Background: an optimization exercise with open tools, aiming at small area. Do not read the settings as production practice. At most, simulation tests tie the RTL to the original design; equivalence was not proved. Power is estimated from default activity; no workload was simulated.

==> run a: inputs <==
==> flow/design.v <==
module Decodificador9(input logic [3:0] d, output logic [6:0] salida);
    always_comb begin
        case (d)
            4'd1: salida = 7'b1111001;
            4'd2: salida = 7'b0100100;
            4'd3: salida = 7'b0110000;
            4'd4: salida = 7'b0011001;
            4'd5: salida = 7'b0010010;
            4'd6: salida = 7'b0000010;
            4'd7: salida = 7'b1111000;
            4'd8: salida = 7'b0000000;
            4'd9: salida = 7'b0011000;
            default: salida = 7'b1000000;
        endcase
    end
endmodule
module LED_Animation (
    input  logic clk,
    input  logic reset,
    input  logic tick,
    input  logic count_reached,
    output logic [2:0] s
);
    logic [1:0] r;
    always_ff @(posedge clk or posedge reset) begin
        if (reset) begin
            r <= 2'd3;
            s <= 3'd0;
        end else if (tick) begin
            if (r == 2'd3) begin
                if (count_reached) r <= 2'd0;
            end else if (s[2] & s[0]) begin
                s <= 3'd0;
                r <= r + 2'd1;
            end else begin
                s <= s + 3'd1;
            end
        end
    end
endmodule
module Debounce(
    input logic clk,
    input logic reset,
    input logic button_in,
    output logic button_out
);
    logic [4:0] lfsr;
    logic button_reg;      
    always_ff @(posedge clk or posedge reset) begin
        if (reset) begin
            lfsr <= 5'b11101;
            button_reg <= 0;
            button_out <= 0;
        end else begin
            if (button_in != button_reg) begin
                lfsr <= 5'b11101;  
            end else begin
                lfsr <= {lfsr[3:0], lfsr[4] ^ lfsr[2]};
                if (&lfsr) button_out <= button_in;
            end
            button_reg <= button_in;  
        end
    end
endmodule
module TimeBase (
    input  logic clk,
    input  logic reset,
    output logic pulse,
    output logic tick
);
    logic [3:0] tb_lo;     
    logic [6:0] tb_sec;    
    logic [4:0] tb_led;    
    logic sec_end;
    assign sec_end = (tb_sec[6:2] == 5'b11111) && tb_sec[0];
    always_ff @(posedge clk or posedge reset) begin
        if (reset) begin
            tb_lo  <= 4'd0;
            tb_sec <= 7'd0;
            tb_led <= 5'd0;
        end else begin
            tb_lo <= tb_lo + 4'd1;
            if (&tb_lo) begin
                tb_led <= tb_led + 5'd1;
                tb_sec <= sec_end ? 7'd1 : tb_sec + 7'd1;
            end
        end
    end
    assign pulse = (tb_lo == 4'd0) && sec_end;
    assign tick  = (&tb_lo) && (tb_led == 5'd15);
endmodule
module CounterSelector(
    input  logic clk,
    input  logic reset,
    input  logic next_button,
    input  logic select_button,    
    input  logic selec_A_M,
    input  logic buttonM,
    output logic [6:0] display_7seg,
    output logic [6:0] seg_centenas,
    output logic [6:0] seg_decenas,
    output logic [6:0] seg_unidades,
    output logic [4:0] led
);
    function automatic [7:0] step_add(input logic [7:0] b, input logic [1:0] k);
        logic [3:0] q, u;
        q = b[7:4];
        u = b[3:0];
        case (k)
            2'b01: if (u[3] & u[0]) begin q = q + 4'd1; u = 4'd0; end
                   else u = u + 4'd1;
            2'b10: if (u[3] | (u[2] & u[1])) begin q = q + 4'd1; u = u - 4'd6; end
                   else u = u + 4'd4;
            default: q = q + 4'd1;
        endcase
        step_add = {q, u};
    endfunction
    logic pulse, tick;
    TimeBase timebase (.clk(clk), .reset(reset), .pulse(pulse), .tick(tick));
    logic next_button_clean, selec_A_M_clean, buttonM_clean;
    Debounce db_next (
        .clk(clk), .reset(reset), .button_in(next_button), .button_out(next_button_clean));
    Debounce db_mode (
        .clk(clk), .reset(reset), .button_in(selec_A_M), .button_out(selec_A_M_clean));
    Debounce db_btnM (
        .clk(clk), .reset(reset), .button_in(buttonM), .button_out(buttonM_clean));
    logic press, next_press, prev_select_button, prev_next_button, buttonM_prev;
    logic bedge;
    always_ff @(posedge clk or posedge reset) begin
        if (reset) begin
            press <= 1'b0;
            prev_select_button <= 1'b0;
        end else begin
            prev_select_button <= select_button;
            press <= select_button & ~prev_select_button;
        end
    end
    always_ff @(posedge clk) begin
        prev_next_button <= next_button_clean;
        next_press <= next_button_clean & ~prev_next_button;
        buttonM_prev <= buttonM_clean;
    end
    assign bedge = buttonM_clean & ~buttonM_prev;
    logic pE, pU;             
    logic [1:0] didx;         
    logic sm;                 
    logic [1:0] si;           
    logic aclr, mclr;
    assign didx = {pE | pU, ~pE};
    always_ff @(posedge clk or posedge reset) begin
        if (reset) begin
            pE <= 1'b0;
            pU <= 1'b0;
            si <= 2'd0;
        end else begin
            if (si == 2'd0) begin
                if (next_press) begin
                    pE <= ~pE & ~pU;
                    pU <= pE;
                end
                if (press) si <= didx;
            end else if (sm ? mclr : aclr) begin
                si <= 2'd0;
            end
        end
    end
    always_ff @(posedge clk)
        if (si == 2'd0 && press) sm <= selec_A_M_clean;
    assign display_7seg = {~pE, 3'b000, ~pU, ~pU, ~pE};
    logic [1:0] aw, ar, aaw;       
    logic [7:0] av;
    logic a_lim;
    logic [1:0] mw;
    logic [7:0] mv;
    logic m_lim, m_z;
    logic [7:0] sum;          
    assign a_lim = &av[7:4];
    assign m_lim = &mv[7:4];
    assign m_z   = mv[3] & mv[1];
    assign mclr  = m_z;
    assign sum = step_add(sm ? ((mw == si && !m_z) ? mv : 8'd0)
                             : ((aw == si) ? av : 8'd0), si);
    always_ff @(posedge clk) begin
        if (pulse && !sm && si != 2'd0 && !(aw == si && a_lim))
            aw <= si;
        if (bedge && sm && si != 2'd0 && !(mw == si && m_lim))
            mw <= si;
    end
    always_ff @(posedge clk)
        ar <= a_lim ? aw : 2'd0;
    always_ff @(posedge clk or posedge reset) begin
        if (reset) begin
            av <= 8'd0;
        end else begin
            if (pulse) begin
                if (!sm && si != 2'd0 && !(aw == si && a_lim))
                    av <= sum;
                else
                    av <= 8'd0;
            end
        end
    end
    assign aclr = (ar != 2'd0);
    always_ff @(posedge clk or posedge reset) begin
        if (reset) begin
            mv <= 8'd0;
        end else if (bedge) begin
            if (sm && si != 2'd0) begin
                if (mw == si && m_lim) mv <= 8'h0A;
                else mv <= sum;
            end else begin
                mv <= 8'd0;
            end
        end
    end
    logic [2:0] aas, s1, s4, s10;
    LED_Animation anim_a   (.clk(clk), .reset(reset), .tick(tick), .count_reached(aclr), .s(aas));
    LED_Animation anim_1M  (.clk(clk), .reset(reset), .tick(tick), .count_reached(m_z && mw == 2'd1), .s(s1));
    LED_Animation anim_4M  (.clk(clk), .reset(reset), .tick(tick), .count_reached(m_z && mw == 2'd2), .s(s4));
    LED_Animation anim_10M (.clk(clk), .reset(reset), .tick(tick), .count_reached(m_z && mw == 2'd3), .s(s10));
    always_ff @(posedge clk)
        if (aclr) aaw <= ar;
    logic [7:0] dv;
    logic [3:0] dq, dt;
    logic [2:0] ds;
    always_comb begin
        if (selec_A_M_clean) begin
            dv = (mw == didx && !m_z) ? mv : 8'd0;
            case (didx)
                2'b01:   ds = s1;
                2'b10:   ds = s4;
                default: ds = s10;
            endcase
        end else begin
            dv = (aw == didx) ? av : 8'd0;
            ds = (aaw == didx) ? aas : 3'd0;
        end
    end
    assign dq = dv[7:4];
    assign dt = (dq >= 4'd10) ? dq - 4'd10 : dq;
    assign seg_centenas = (dq >= 4'd10) ? 7'b1111001 : 7'b1000000;
    Decodificador9 dec_decenas  (.d(dt), .salida(seg_decenas));
    assign seg_unidades[0] = (~dv[3] & ~dv[2] & ~dv[1] & dv[0]) | (dv[2] & ~dv[1] & ~dv[0]);
    assign seg_unidades[1] = dv[2] & (dv[1] ^ dv[0]);
    assign seg_unidades[2] = ~dv[2] & dv[1] & ~dv[0];
    assign seg_unidades[3] = (~dv[2] & ~dv[1] & dv[0]) | (dv[2] & ~dv[1] & ~dv[0]) | (dv[2] & dv[1] & dv[0]);
    assign seg_unidades[4] = dv[0] | (dv[2] & ~dv[1]);
    assign seg_unidades[5] = (~dv[2] & dv[1]) | (~dv[3] & ~dv[2] & dv[0]) | (dv[1] & dv[0]);
    assign seg_unidades[6] = (~dv[3] & ~dv[2] & ~dv[1]) | (dv[2] & dv[1] & dv[0]);
    assign led = {ds[2] & ds[0], ds[2], ds[2] | (ds[1] & ds[0]), ds[2] | ds[1], |ds};
endmodule
==> flow/flow/run.sh <==
#!/bin/bash
# Own layout flow: the standard ORFS flow (standard.sh) with two changes:
#  - synthesis maps the logic with an area-oriented ABC script (flow/abc_area.script)
#    in place of ORFS's speed script, and leaves adders to ABC instead of mapping
#    them to half/full adder cells first (ADDER_MAP_FILE empty); registers, their
#    names and everything else in synthesis are unchanged;
#  - port buffers use the smallest buffer, sky130_fd_sc_hd__buf_1.
# Each tool's full output goes to a log of its own in this folder and in orfs/logs/.
set -euo pipefail
W=$PWD
rm -rf "$W/scripts_area"
cp -r "$FLOW_HOME/scripts" "$W/scripts_area"
cp "$W/flow/abc_area.script" "$W/scripts_area/abc_speed.script"
ADDER_MAP_FILE= SCRIPTS_DIR="$W/scripts_area" bash standard.sh synth > "$W/synth.log" 2>&1
BUFFER_PORTS_ARGS="-buffer_cell sky130_fd_sc_hd__buf_1" bash standard.sh finish > "$W/layout.log" 2>&1
rm -rf "$W/scripts_area"
==> flow/flow/abc_area.script <==
strash
&get -n
&deepsyn -I 1 -J 500
&dch -f
&nf -a -R 1000
&put
==> flow/standard.sh <==
#!/bin/bash
# synth_recipe.tcl (not shown) runs the flow's synth.tcl, then flattens the netlist and writes it again
# the make line also repeats each setting of config.mk as NAME=value (left out here)
make -C /OpenROAD-flow-scripts/flow DESIGN_CONFIG=/design/flow/config.mk WORK_HOME=/design/flow/orfs CLKGATE_MAP_FILE= SYNTH_SCRIPT=/design/flow/synth_recipe.tcl "${@:-finish}"
==> flow/config.mk <==
export PLATFORM = sky130hd
export DESIGN_NAME = CounterSelector
export DESIGN_NICKNAME = CounterSelector
export VERILOG_FILES = /design/flow/design.v
export SDC_FILE = /design/flow/constraint.sdc
export NUM_CORES = 4
export LEC_CHECK = 0
export CAP_MARGIN = 20
export CORE_MARGIN = 2
export CORE_UTILIZATION = 40
export CTS_BUF_LIST = sky130_fd_sc_hd__clkbuf_8
export SLEW_MARGIN = 20
==> flow/constraint.sdc <==
create_clock -name core_clock -period 150.0 [get_ports {clk}]
set_input_delay 30.0000 -clock core_clock [delete_from_list [all_inputs] [get_ports {clk}]]
set_output_delay 30.0000 -clock core_clock [all_outputs]
set_load 0.01 [all_outputs]
==> run b (differences from run a) <==
==> flow/design.v, changed modules only <==
module Debounce(
    input logic clk,
    input logic reset,
    input logic button_in,
    output logic button_out
);
    parameter integer DEBOUNCE_TIME = 20;  
    logic [4:0] counter;  
    logic button_reg;      
    logic settled;
    assign settled = counter[4] & counter[2];
    always_ff @(posedge clk or posedge reset) begin
        if (reset) begin
            counter <= 0;
            button_reg <= 0;
            button_out <= 0;
        end else begin
            if (button_in != button_reg) begin
                counter <= 0;  
            end else if (!settled) begin
                counter <= counter + 1;  
            end else begin
                button_out <= button_in;  
            end
            button_reg <= button_in;  
        end
    end
endmodule
module CounterSelector(
    input  logic clk,
    input  logic reset,
    input  logic next_button,
    input  logic select_button,    
    input  logic selec_A_M,
    input  logic buttonM,
    output logic [6:0] display_7seg,
    output logic [6:0] seg_centenas,
    output logic [6:0] seg_decenas,
    output logic [6:0] seg_unidades,
    output logic [4:0] led
);
    function automatic [7:0] step_add(input logic [7:0] b, input logic [1:0] k);
        logic [3:0] q, u;
        q = b[7:4];
        u = b[3:0];
        case (k)
            2'b01: if (u[3] & u[0]) begin q = q + 4'd1; u = 4'd0; end
                   else u = u + 4'd1;
            2'b10: if (u[3] | (u[2] & u[1])) begin q = q + 4'd1; u = u - 4'd6; end
                   else u = u + 4'd4;
            default: q = q + 4'd1;
        endcase
        step_add = {q, u};
    endfunction
    logic pulse, tick;
    TimeBase timebase (.clk(clk), .reset(reset), .pulse(pulse), .tick(tick));
    logic next_button_clean, selec_A_M_clean, buttonM_clean;
    Debounce #(.DEBOUNCE_TIME(20)) db_next (
        .clk(clk), .reset(reset), .button_in(next_button), .button_out(next_button_clean));
    Debounce #(.DEBOUNCE_TIME(20)) db_mode (
        .clk(clk), .reset(reset), .button_in(selec_A_M), .button_out(selec_A_M_clean));
    Debounce #(.DEBOUNCE_TIME(20)) db_btnM (
        .clk(clk), .reset(reset), .button_in(buttonM), .button_out(buttonM_clean));
    logic press, next_press, prev_select_button, prev_next_button, buttonM_prev;
    logic bedge;
    always_ff @(posedge clk or posedge reset) begin
        if (reset) begin
            press <= 1'b0;
            next_press <= 1'b0;
            prev_select_button <= 1'b0;
            prev_next_button <= 1'b0;
            buttonM_prev <= 1'b0;
        end else begin
            prev_select_button <= select_button;
            press <= select_button & ~prev_select_button;
            prev_next_button <= next_button_clean;
            next_press <= next_button_clean & ~prev_next_button;
            buttonM_prev <= buttonM_clean;
        end
    end
    assign bedge = buttonM_clean & ~buttonM_prev;
    logic pE, pU;             
    logic [1:0] didx;         
    logic sm;                 
    logic [1:0] si;           
    logic aclr, mclr;
    assign didx = {pE | pU, ~pE};
    always_ff @(posedge clk or posedge reset) begin
        if (reset) begin
            pE <= 1'b0;
            pU <= 1'b0;
            sm <= 1'b0;
            si <= 2'd0;
        end else begin
            if (si == 2'd0) begin
                if (next_press) begin
                    pE <= ~pE & ~pU;
                    pU <= pE;
                end
                if (press) begin
                    sm <= selec_A_M_clean;
                    si <= didx;
                end
            end else if (sm ? mclr : aclr) begin
                si <= 2'd0;
            end
        end
    end
    assign display_7seg = {~pE, 3'b000, ~pU, ~pU, ~pE};
    logic [1:0] aw, ar, aaw;       
    logic [7:0] av;
    logic a_lim;
    logic [1:0] mw;
    logic [7:0] mv;
    logic m_lim, m_z;
    logic [7:0] sum;          
    assign a_lim = &av[7:4];
    assign m_lim = &mv[7:4];
    assign m_z   = mv[3] & mv[1];
    assign mclr  = m_z;
    assign sum = step_add(sm ? ((mw == si && !m_z) ? mv : 8'd0)
                             : ((aw == si) ? av : 8'd0), si);
    always_ff @(posedge clk) begin
        if (pulse && !sm && si != 2'd0 && !(aw == si && a_lim))
            aw <= si;
        if (bedge && sm && si != 2'd0 && !(mw == si && m_lim))
            mw <= si;
    end
    always_ff @(posedge clk or posedge reset) begin
        if (reset) begin
            av <= 8'd0;
            ar <= 2'd0;
        end else begin
            ar <= a_lim ? aw : 2'd0;
            if (pulse) begin
                if (!sm && si != 2'd0 && !(aw == si && a_lim))
                    av <= sum;
                else
                    av <= 8'd0;
            end
        end
    end
    assign aclr = (ar != 2'd0);
    always_ff @(posedge clk or posedge reset) begin
        if (reset) begin
            mv <= 8'd0;
        end else if (bedge) begin
            if (sm && si != 2'd0) begin
                if (mw == si && m_lim) mv <= 8'h0A;
                else mv <= sum;
            end else begin
                mv <= 8'd0;
            end
        end
    end
    logic [2:0] aas, s1, s4, s10;
    LED_Animation anim_a   (.clk(clk), .reset(reset), .tick(tick), .count_reached(aclr), .s(aas));
    LED_Animation anim_1M  (.clk(clk), .reset(reset), .tick(tick), .count_reached(m_z && mw == 2'd1), .s(s1));
    LED_Animation anim_4M  (.clk(clk), .reset(reset), .tick(tick), .count_reached(m_z && mw == 2'd2), .s(s4));
    LED_Animation anim_10M (.clk(clk), .reset(reset), .tick(tick), .count_reached(m_z && mw == 2'd3), .s(s10));
    always_ff @(posedge clk)
        if (aclr) aaw <= ar;
    logic [7:0] dv;
    logic [3:0] dq, dt;
    logic [2:0] ds;
    always_comb begin
        if (selec_A_M_clean) begin
            dv = (mw == didx) ? mv : 8'd0;
            case (didx)
                2'b01:   ds = s1;
                2'b10:   ds = s4;
                default: ds = s10;
            endcase
        end else begin
            dv = (aw == didx) ? av : 8'd0;
            ds = (aaw == didx) ? aas : 3'd0;
        end
    end
    assign dq = dv[7:4];
    assign dt = (dq >= 4'd10) ? dq - 4'd10 : dq;
    assign seg_centenas = (dq >= 4'd10) ? 7'b1111001 : 7'b1000000;
    Decodificador9 dec_decenas  (.d(dt), .salida(seg_decenas));
    Decodificador9 dec_unidades (.d(dv[3:0]), .salida(seg_unidades));
    assign led = {ds[2] & ds[0], ds[2], ds[2] | (ds[1] & ds[0]), ds[2] | ds[1], |ds};
endmodule
==> flow/run.sh (new file) <==
#!/bin/bash
# synth_recipe.tcl (not shown) runs the flow's synth.tcl, then flattens the netlist and writes it again
# the make line also repeats each setting of config.mk as NAME=value (left out here)
make -C /OpenROAD-flow-scripts/flow DESIGN_CONFIG=/design/flow/config.mk WORK_HOME=/design/flow/orfs CLKGATE_MAP_FILE= SYNTH_SCRIPT=/design/flow/synth_recipe.tcl finish
- CORE_UTILIZATION: 40 -> 70
- CTS_BUF_LIST: sky130_fd_sc_hd__clkbuf_8 -> sky130_fd_sc_hd__clkbuf_4 sky130_fd_sc_hd__clkbuf_8
removed: flow/flow/run.sh
removed: flow/flow/abc_area.script
removed: flow/standard.sh
==> run c (differences from run a) <==
==> flow/design.v, changed modules only <==
module TimeBase (
    input  logic clk,
    input  logic reset,
    output logic pulse,
    output logic tick
);
    logic [10:0] sec;
    logic [8:0]  led;
    logic sec_p, led_z;
    assign sec_p = (sec == 11'b10011111111);
    assign led_z = (led[7:0] == 8'd0);
    always_ff @(posedge clk or posedge reset) begin
        if (reset) begin
            sec <= 11'b00011111111;
            led <= 9'b010100000;
        end else begin
            sec <= {sec[9:0], (sec[10] ^ sec[8]) & ~sec_p};
            led <= {led[7:0], led[8] ^ led[4] ^ led_z};
        end
    end
    assign pulse = sec_p;
    assign tick  = led_z & ~led[8];
endmodule
module CounterSelector(
    input  logic clk,
    input  logic reset,
    input  logic next_button,
    input  logic select_button,    
    input  logic selec_A_M,
    input  logic buttonM,
    output logic [6:0] display_7seg,
    output logic [6:0] seg_centenas,
    output logic [6:0] seg_decenas,
    output logic [6:0] seg_unidades,
    output logic [4:0] led
);
    function automatic [7:0] step_add(input logic [7:0] b, input logic [1:0] k);
        logic [3:0] q, u;
        q = b[7:4];
        u = b[3:0];
        case (k)
            2'b01: if (u[3] & u[0]) begin q = q + 4'd1; u = 4'd0; end
                   else u = u + 4'd1;
            2'b10: if (u[3] | (u[2] & u[1])) begin q = q + 4'd1; u = u - 4'd6; end
                   else u = u + 4'd4;
            default: q = q + 4'd1;
        endcase
        step_add = {q, u};
    endfunction
    logic pulse, tick;
    TimeBase timebase (.clk(clk), .reset(reset), .pulse(pulse), .tick(tick));
    logic next_button_clean, selec_A_M_clean, buttonM_clean;
    Debounce db_next (
        .clk(clk), .reset(reset), .button_in(next_button), .button_out(next_button_clean));
    Debounce db_mode (
        .clk(clk), .reset(reset), .button_in(selec_A_M), .button_out(selec_A_M_clean));
    Debounce db_btnM (
        .clk(clk), .reset(reset), .button_in(buttonM), .button_out(buttonM_clean));
    logic press, next_press, prev_select_button, prev_next_button, buttonM_prev;
    logic bedge;
    always_ff @(posedge clk or posedge reset) begin
        if (reset) begin
            press <= 1'b0;
            prev_select_button <= 1'b0;
        end else begin
            prev_select_button <= select_button;
            press <= select_button & ~prev_select_button;
        end
    end
    always_ff @(posedge clk) begin
        prev_next_button <= next_button_clean;
        next_press <= next_button_clean & ~prev_next_button;
        buttonM_prev <= buttonM_clean;
    end
    assign bedge = buttonM_clean & ~buttonM_prev;
    logic pE, pU;             
    logic [1:0] didx;         
    logic sm;                 
    logic [1:0] si;           
    logic aclr, mclr;
    assign didx = {pE | pU, ~pE};
    always_ff @(posedge clk or posedge reset) begin
        if (reset) begin
            pE <= 1'b0;
            pU <= 1'b0;
            si <= 2'd0;
        end else begin
            if (si == 2'd0) begin
                if (next_press) begin
                    pE <= ~pE & ~pU;
                    pU <= pE;
                end
                if (press) si <= didx;
            end else if (sm ? mclr : aclr) begin
                si <= 2'd0;
            end
        end
    end
    always_ff @(posedge clk)
        if (si == 2'd0 && press) sm <= selec_A_M_clean;
    assign display_7seg = {~pE, 3'b000, ~pU, ~pU, ~pE};
    logic [1:0] aw, aaw;      
    logic [7:0] av;
    logic a_lim;
    logic [1:0] mw;
    logic [7:0] mv;
    logic m_lim, m_z;
    logic [7:0] sum;          
    assign a_lim = &av[7:4];
    assign m_lim = &mv[7:4];
    assign m_z   = mv[3] & mv[1];
    assign mclr  = m_z;
    assign sum = step_add(sm ? ((mw == si && !m_z) ? mv : 8'd0)
                             : ((aw == si) ? av : 8'd0), si);
    always_ff @(posedge clk) begin
        if (pulse && !sm && si != 2'd0 && !(aw == si && a_lim))
            aw <= si;
        if (bedge && sm && si != 2'd0 && !(mw == si && m_lim))
            mw <= si;
    end
    always_ff @(posedge clk) begin
        aclr <= a_lim;
        if (a_lim) aaw <= aw;
    end
    always_ff @(posedge clk or posedge reset) begin
        if (reset) begin
            av <= 8'd0;
        end else begin
            if (pulse) begin
                if (!sm && si != 2'd0 && !(aw == si && a_lim))
                    av <= sum;
                else
                    av <= 8'd0;
            end
        end
    end
    always_ff @(posedge clk or posedge reset) begin
        if (reset) begin
            mv <= 8'd0;
        end else if (bedge) begin
            if (sm && si != 2'd0) begin
                if (mw == si && m_lim) mv <= 8'h0A;
                else mv <= sum;
            end else begin
                mv <= 8'd0;
            end
        end
    end
    logic [2:0] aas, s1, s4, s10;
    LED_Animation anim_a   (.clk(clk), .reset(reset), .tick(tick), .count_reached(aclr), .s(aas));
    LED_Animation anim_1M  (.clk(clk), .reset(reset), .tick(tick), .count_reached(m_z && mw == 2'd1), .s(s1));
    LED_Animation anim_4M  (.clk(clk), .reset(reset), .tick(tick), .count_reached(m_z && mw == 2'd2), .s(s4));
    LED_Animation anim_10M (.clk(clk), .reset(reset), .tick(tick), .count_reached(m_z && mw == 2'd3), .s(s10));
    logic [7:0] dv;
    logic [3:0] dq, dt;
    logic [2:0] ds;
    always_comb begin
        if (selec_A_M_clean) begin
            dv = (mw == didx && !m_z) ? mv : 8'd0;
            case (didx)
                2'b01:   ds = s1;
                2'b10:   ds = s4;
                default: ds = s10;
            endcase
        end else begin
            dv = (aw == didx) ? av : 8'd0;
            ds = (aaw == didx) ? aas : 3'd0;
        end
    end
    assign dq = dv[7:4];
    assign dt = (dq >= 4'd10) ? dq - 4'd10 : dq;
    assign seg_centenas = (dq >= 4'd10) ? 7'b1111001 : 7'b1000000;
    Decodificador9 dec_decenas  (.d(dt), .salida(seg_decenas));
    assign seg_unidades[0] = (~dv[3] & ~dv[2] & ~dv[1] & dv[0]) | (dv[2] & ~dv[1] & ~dv[0]);
    assign seg_unidades[1] = dv[2] & (dv[1] ^ dv[0]);
    assign seg_unidades[2] = ~dv[2] & dv[1] & ~dv[0];
    assign seg_unidades[3] = (~dv[2] & ~dv[1] & dv[0]) | (dv[2] & ~dv[1] & ~dv[0]) | (dv[2] & dv[1] & dv[0]);
    assign seg_unidades[4] = dv[0] | (dv[2] & ~dv[1]);
    assign seg_unidades[5] = (~dv[2] & dv[1]) | (~dv[3] & ~dv[2] & dv[0]) | (dv[1] & dv[0]);
    assign seg_unidades[6] = (~dv[3] & ~dv[2] & ~dv[1]) | (dv[2] & dv[1] & dv[0]);
    assign led = {ds[2] & ds[0], ds[2], ds[2] | (ds[1] & ds[0]), ds[2] | ds[1], |ds};
endmodule
--- a/flow/flow/run.sh
+++ b/flow/flow/run.sh
@@ -4,7 +4,8 @@
 #    in place of ORFS's speed script, and leaves adders to ABC instead of mapping
 #    them to half/full adder cells first (ADDER_MAP_FILE empty); registers, their
 #    names and everything else in synthesis are unchanged;
-#  - port buffers use the smallest buffer, sky130_fd_sc_hd__buf_1.
+#  - port buffers use the smallest buffer, sky130_fd_sc_hd__buf_1;
+#  - clock tree synthesis uses clkbuf_8 buffers and inserts no dummy loads.
 # Each tool's full output goes to a log of its own in this folder and in orfs/logs/.
 set -euo pipefail
 W=$PWD
@@ -12,5 +13,6 @@
 cp -r "$FLOW_HOME/scripts" "$W/scripts_area"
 cp "$W/flow/abc_area.script" "$W/scripts_area/abc_speed.script"
 ADDER_MAP_FILE= SCRIPTS_DIR="$W/scripts_area" bash standard.sh synth > "$W/synth.log" 2>&1
+CTS_ARGS="-sink_clustering_enable -repair_clock_nets -dont_use_dummy_load -buf_list sky130_fd_sc_hd__clkbuf_8" \
 BUFFER_PORTS_ARGS="-buffer_cell sky130_fd_sc_hd__buf_1" bash standard.sh finish > "$W/layout.log" 2>&1
 rm -rf "$W/scripts_area"
==> summary.md <==
| Metric | Value |
|---|---|
| Post-synthesis compound-gate area fraction | `0.1603` |
| Power Clock | `0.0000167 W` |
| Status | `finished clean` |
| Util after Layout | `0.4502` |
| Crit path largest cell delay | `0.46 ns` |
| Endpoint of the worst hold path | `next_press` |
| Critical path's top delay family | `simple AND/OR/NAND/NOR gates` |
| Die ar. | `11210 um^2` |
# the run above: run a

==> summary.md <==
| Metric | Value |
|---|---|
| Power Clock | `about 0.000013 W` |
| Util after Layout | `0.4516` |
| Endpoint of the worst hold path | `timebase.sec[5]` |
| Status | `finished clean` |
| Commonest cells after routing, fill and taps aside | `nand2_1 (55), dfrtp_1 (53), nor2_1 (34), buf_1 (32)` |
| Crit path largest cell delay | `approximately 0.7 ns` |
| Die ar. | `11000 um^2` |
| Post-synthesis compound-gate area fraction | `0.1632` |
# the run above: run c

==> summary.md <==
| Metric | Value |
|---|---|
| Status | `finished clean` |
| Endpoint of the worst hold path | `press` |
| Power Clock | `0.0000168 W` |
| Post-synthesis compound-gate area fraction | `0.1661` |
# the run above: run b

No functional check of the RTL was part of run b.

==> afterwards: timing with drivers on the ports <==
The flow's constraints put no driver on any port. The routed layouts listed below were extracted and timed again, unchanged, in two steps.
Step 1 assumes that a clkbuf_16 drives the clock port and a buf_2 every other input.
Step 2 times the ports against the registers' clock, not the clock port: input delays grow and output delays shrink by t, the midpoint of the rising clock arrivals with the driver on.
Three values: no drivers, after step 1, after step 2; two values: the first two.
run	t, ns	setup WS [ns]	clock arrival spread, ns	worst register clock-pin slew, ns
run a	0.393	116.601 / 116.569 / 116.962	0.016 / 0.017	0.10 / 0.10
run b	0.389	116.563 / 116.531 / 116.920	0.016 / 0.015	0.10 / 0.10
run c	0.369	116.509 / 116.479 / 116.848	0.028 / 0.028	0.10 / 0.10
After both steps every run listed still meets setup and hold.
